What follows belongs to an exercise in optimizing a design on an open flow for small area and a short achievable clock period; a production flow would make more cautious choices.
Function was not checked in any run shown here: the RTL went through the layout flow alone.

==> flow/design.v, too long to show whole: its modules and the start of the top module <==
// module fir_gen: 3503 lines
module fir_gen (
  input clk, input reset, input Load_x,
  input signed [8:0] x_in, input signed [8:0] c_in,
  output signed [10:0] y_out);
  // ...
==> flow/run.sh <==
#!/bin/bash
# synth_recipe.tcl (not shown) runs the flow's synth.tcl, then flattens the netlist and writes it again
# the make line also repeats each setting of config.mk as NAME=value (left out here)
make -C /OpenROAD-flow-scripts/flow DESIGN_CONFIG=/design/flow/config.mk WORK_HOME=/design/flow/orfs CLKGATE_MAP_FILE= SYNTH_SCRIPT=/design/flow/synth_recipe.tcl finish
==> flow/config.mk <==
export PLATFORM = sky130hd
export DESIGN_NAME = fir_gen
export DESIGN_NICKNAME = fir_gen
export VERILOG_FILES = /design/flow/design.v
export SDC_FILE = /design/flow/constraint.sdc
export NUM_CORES = 4
export LEC_CHECK = 0
export CAP_MARGIN = 20
export CORE_MARGIN = 2
export CORE_UTILIZATION = 40
export SLEW_MARGIN = 20
==> flow/constraint.sdc <==
create_clock -name core_clock -period 6.0 [get_ports {clk}]
set_input_delay 1.2000 -clock core_clock [delete_from_list [all_inputs] [get_ports {clk}]]
set_output_delay 1.2000 -clock core_clock [all_outputs]
set_load 0.01 [all_outputs]
==> impl_metrics.tcl, run 1 <==
set metrics [dict create \
    largest_reg_flops 135 \
    path_buf_inv 3 \
    report.final.slew_viol_count 0 \
    max_freq_mhz 216.6 \
    synth-seq-cells 727 \
    top_layer "met4" \
    numClockSinks 727 \
    inv_count 1041 \
    dp.cells 8795 \
    synth_edf_count 0 \
    place_congestion 0.8351 \
    drt-met1-wl_um 72850 \
    status "no timing/DRC/antenna violations" \
    tap_cells 2044 \
    synth_top_area_share 0.2450 \
    hold_buffers 0 \
    track_usage 0.2099 \
    num-multi-input-gates 4814 \
    drt-initial-drc-count 3690 \
    instances_no_fill 8956 \
    grt_overflow 0 \
    timing.hold.ws_ns 0.3188 \
    cp.depth 12 \
    final_hold_viol_count 0 \
    holdPathEnd "k1[0]" \
    port_buffers 31 \
    rsz0062_at_grt "false" \
    ctsResizeCount 0 \
]
==> run 2, diff against run 1 <==
--- a/flow/config.mk
+++ b/flow/config.mk
@@ -5,7 +5,9 @@
 export SDC_FILE = /design/flow/constraint.sdc
 export NUM_CORES = 4
 export LEC_CHECK = 0
+export ABC_CLOCK_PERIOD_IN_PS = 2800
 export CAP_MARGIN = 20
 export CORE_MARGIN = 2
-export CORE_UTILIZATION = 40
+export CORE_UTILIZATION = 55
+export SETUP_SLACK_MARGIN = 3.2
 export SLEW_MARGIN = 20
==> impl_metrics.tcl, run 2 <==
set metrics [dict create \
    status "no timing/DRC/antenna violations" \
    die_area_um2 116100 \
    report.final.slew_viol_count 0 \
    synth_top_area_share 0.2450 \
    synth_edf_count 0 \
    synthTopCellsByArea "fa_1 24%, dfxtp_1 19%, inv_1 6.2%" \
    synth_compound_area_frac 0.1625 \
    max_freq_mhz 268.4 \
    maxCapViolations 0 \
    port_buffers 31 \
    hold_buffers 0 \
    die_x_um 340.7 \
    fillCellCount 7884 \
    grt_overflow 0 \
    route.vias.total 55520 \
    crit_chain "buf_12 -> inv_16 -> a211oi_2 -> nor2_1 -> a221oi_2 -> fa_1 -> inv_2 -> fa_2 -> fa_2 -> inv_1 -> fa_1" \
    clockBufferDepth 3 \
    synth-seq-cells 727 \
    clk_latency_ns 0.69 \
    layout_setup_ws_ns 2.274 \
    drt-initial-drc-count 6376 \
    grt_pass1_wl_um 330300 \
    placed_area_um2 63850 \
    synth_adder_area_share 0.3247 \
    layout.nets 8601 \
    arrival_ns 4.29 \
    numClockSinks 727 \
    yosysMostFrequentCell "inv_1" \
    synthArstFlopShare 0.1857 \
    largest_reg_flops 135 \
    viasPerCell 6.063 \
    antenna_found_initial 8 \
    synth_top_family_by_area "adder cells" \
    cp-end-kind "register" \
    critPathSlowestCell "fa_2" \
    wl_met2_um 101300 \
    cts_buffers 90 \
    slew_headroom 0.4105 \
    htree_levels 3 \
    synthFlopType "dfxtp_1" \
    die_y_um 340.7 \
    synth_xor_area_frac 0.02992 \
    seq_area_frac_synth 0.2442 \
    largest_register "c" \
    start_kind "register" \
    synth.top_cells.by_count "1038 x inv_1, 763 x fa_1, 734 x nand2_1" \
    rsz0062_at_grt "true" \
    final_common_cell "inv_1" \
    yosys_warnings 2 \
    dp_hpwl_um 110600 \
    min_period_over_period 0.6211 \
    io_pins 32 \
    cts_root_buf "clkbuf_16" \
    crit_type "register to register" \
    setup_violations 0 \
    syn_area_per_cell_um2 8.554 \
    path_clk_slew_ns 0.06 \
    tns_ns 0 \
    drt-met1-wl_um 90870 \
    cts_tree "yes" \
    dp_slack_ns 1.966 \
    clock-skew-final_ns 0.03046 \
    antenna_left 0 \
    initial_core_util 0.5543 \
    rows 123 \
    yosys-mux-area-fraction 0.03367 \
    synthSimpleGateAreaFrac 0.09443 \
    finalCriticalPeriod_ns 3.726 \
    timing.hold.ws_ns 0.3206 \
    min-delay-path-class "register to register" \
    netlist.top_cell.by_area "fa_1" \
    met3_length_um 26590 \
    area_delta_synth_final_pct 32.45 \
    synth.cell_area_um2 62360 \
    syn_nets 8317 \
    final_hold_viol_count 0 \
    path_buf_inv 4 \
    mostFrequentLayoutCells "770 x inv_1, 656 x nand2_1, 580 x dfxtp_1" \
    critPathMaxFanout 18 \
    design_area_um2 82590 \
    top_layer "met5" \
    drc 0 \
    grt_pass1_vias 52740 \
    track_usage 0.3773 \
    crit_family "adder cells" \
    worst_pin_slew_ns 0.8843 \
    layout-drive-gt1-share 0.3602 \
    critical_path.max_stage_delay_ns 0.57 \
    wl_per_cell_um 25.39 \
    worstPathRequired_ns 6.56 \
    place_congestion 0.8461 \
    drt_first_pass_iters 9 \
    totalWireLength_um 232500 \
    coreArea_um2 112500 \
    syn-instance-count 7290 \
    ys_types 55 \
    grt_max_degree 100 \
]
run 2: cell counts after synthesis:
Identical to the previous run, type by type.
run 2: metal layers:
layer  GRT usage  vias up
met5           0        -
met2      0.5800     3209
met4      0.1732        4
met1      0.5178    27320
li1            -    24210
met3     0.07180      777
run 2: final timing paths:
kind	start	end	slack [ns]	cells after the start
max	x[8]	k1[10]	2.27	11
min	k10[0]	k9[0]	0.32	0
max reg2reg	x[8]	k1[10]	2.27	11
min reg2reg	k10[0]	k9[0]	0.32	0
max in group asynchronous	reset	c[5][6]	3.83	3
min in group asynchronous	reset	c[13][5]	0.87	2
run 2: cell type report:
cell class / count / area [um^2] / area share
diodes: 5 / 12.51 / 0.0001515
clock buffers: 124 / 2654 / 0.03213
clock inverters: 45 / 583.1 / 0.007060
inverters: 1041 / 4029 / 0.04878
multi-input cells: 4814 / 45370 / 0.5494
flip-flops and latches: 727 / 15470 / 0.1873
well taps: 1500 / 1877 / 0.02272
repair buffers: 898 / 12560 / 0.1521
repair inverters: 2 / 28.78 / 0.0003484
run 2: kinds of logic after synthesis:
family / after synthesis
xor+xnor: 213
simple gates: 1473
mux: 192
flops: 727
buf+inv: 1749
compound gates: 1737
fa+ha+maj: 1199
run 2: what timing repair did:
item,4_1_cts,5_1_grt
setup buffers,451,173
pin swaps,438,440
cloned,96,23
setup endpoints to repair,455,419
resized for setup,1339,815
run 2: worst register-to-register path, cell delays in order, from the launching register on:
cell	delay, ns
dfxtp_4	0.50
buf_12	0.18
inv_16	0.09
a211oi_2	0.23
nor2_1	0.07
a221oi_2	0.41
fa_1	0.52
inv_2	0.07
fa_2	0.44
fa_2	0.57
inv_1	0.06
fa_1	0.45
run 2: through the flow:
stage	instances	util
after floorplan	7290	-
final	9156	0.7341
after global routing	9152	0.7340
after global placement	8239	0.5675
after CTS	8955	0.6920
after detailed placement	8239	0.5675

what the ideal ports hide:
How much do the figures lean on ideal ports? The routed layouts below were timed once more, with nothing changed but the port constraints. Step 1 assumes that a clkbuf_16 drives the clock port and a buf_2 every other input. Step 2 also shifts input and output timing later by t, the mid clock arrival at the registers, as if the neighbouring blocks saw the same clock. a / b / c = ideal / step 1 / step 2; a / b = the first two.
run	t (ns)	setup slack, ns	worst setup path after step 2
run 1	0.764	1.383 / 1.383 / 1.383	register to register
run 2	0.753	2.274 / 2.274 / 2.274	register to register
After both steps every run listed still meets setup and hold.
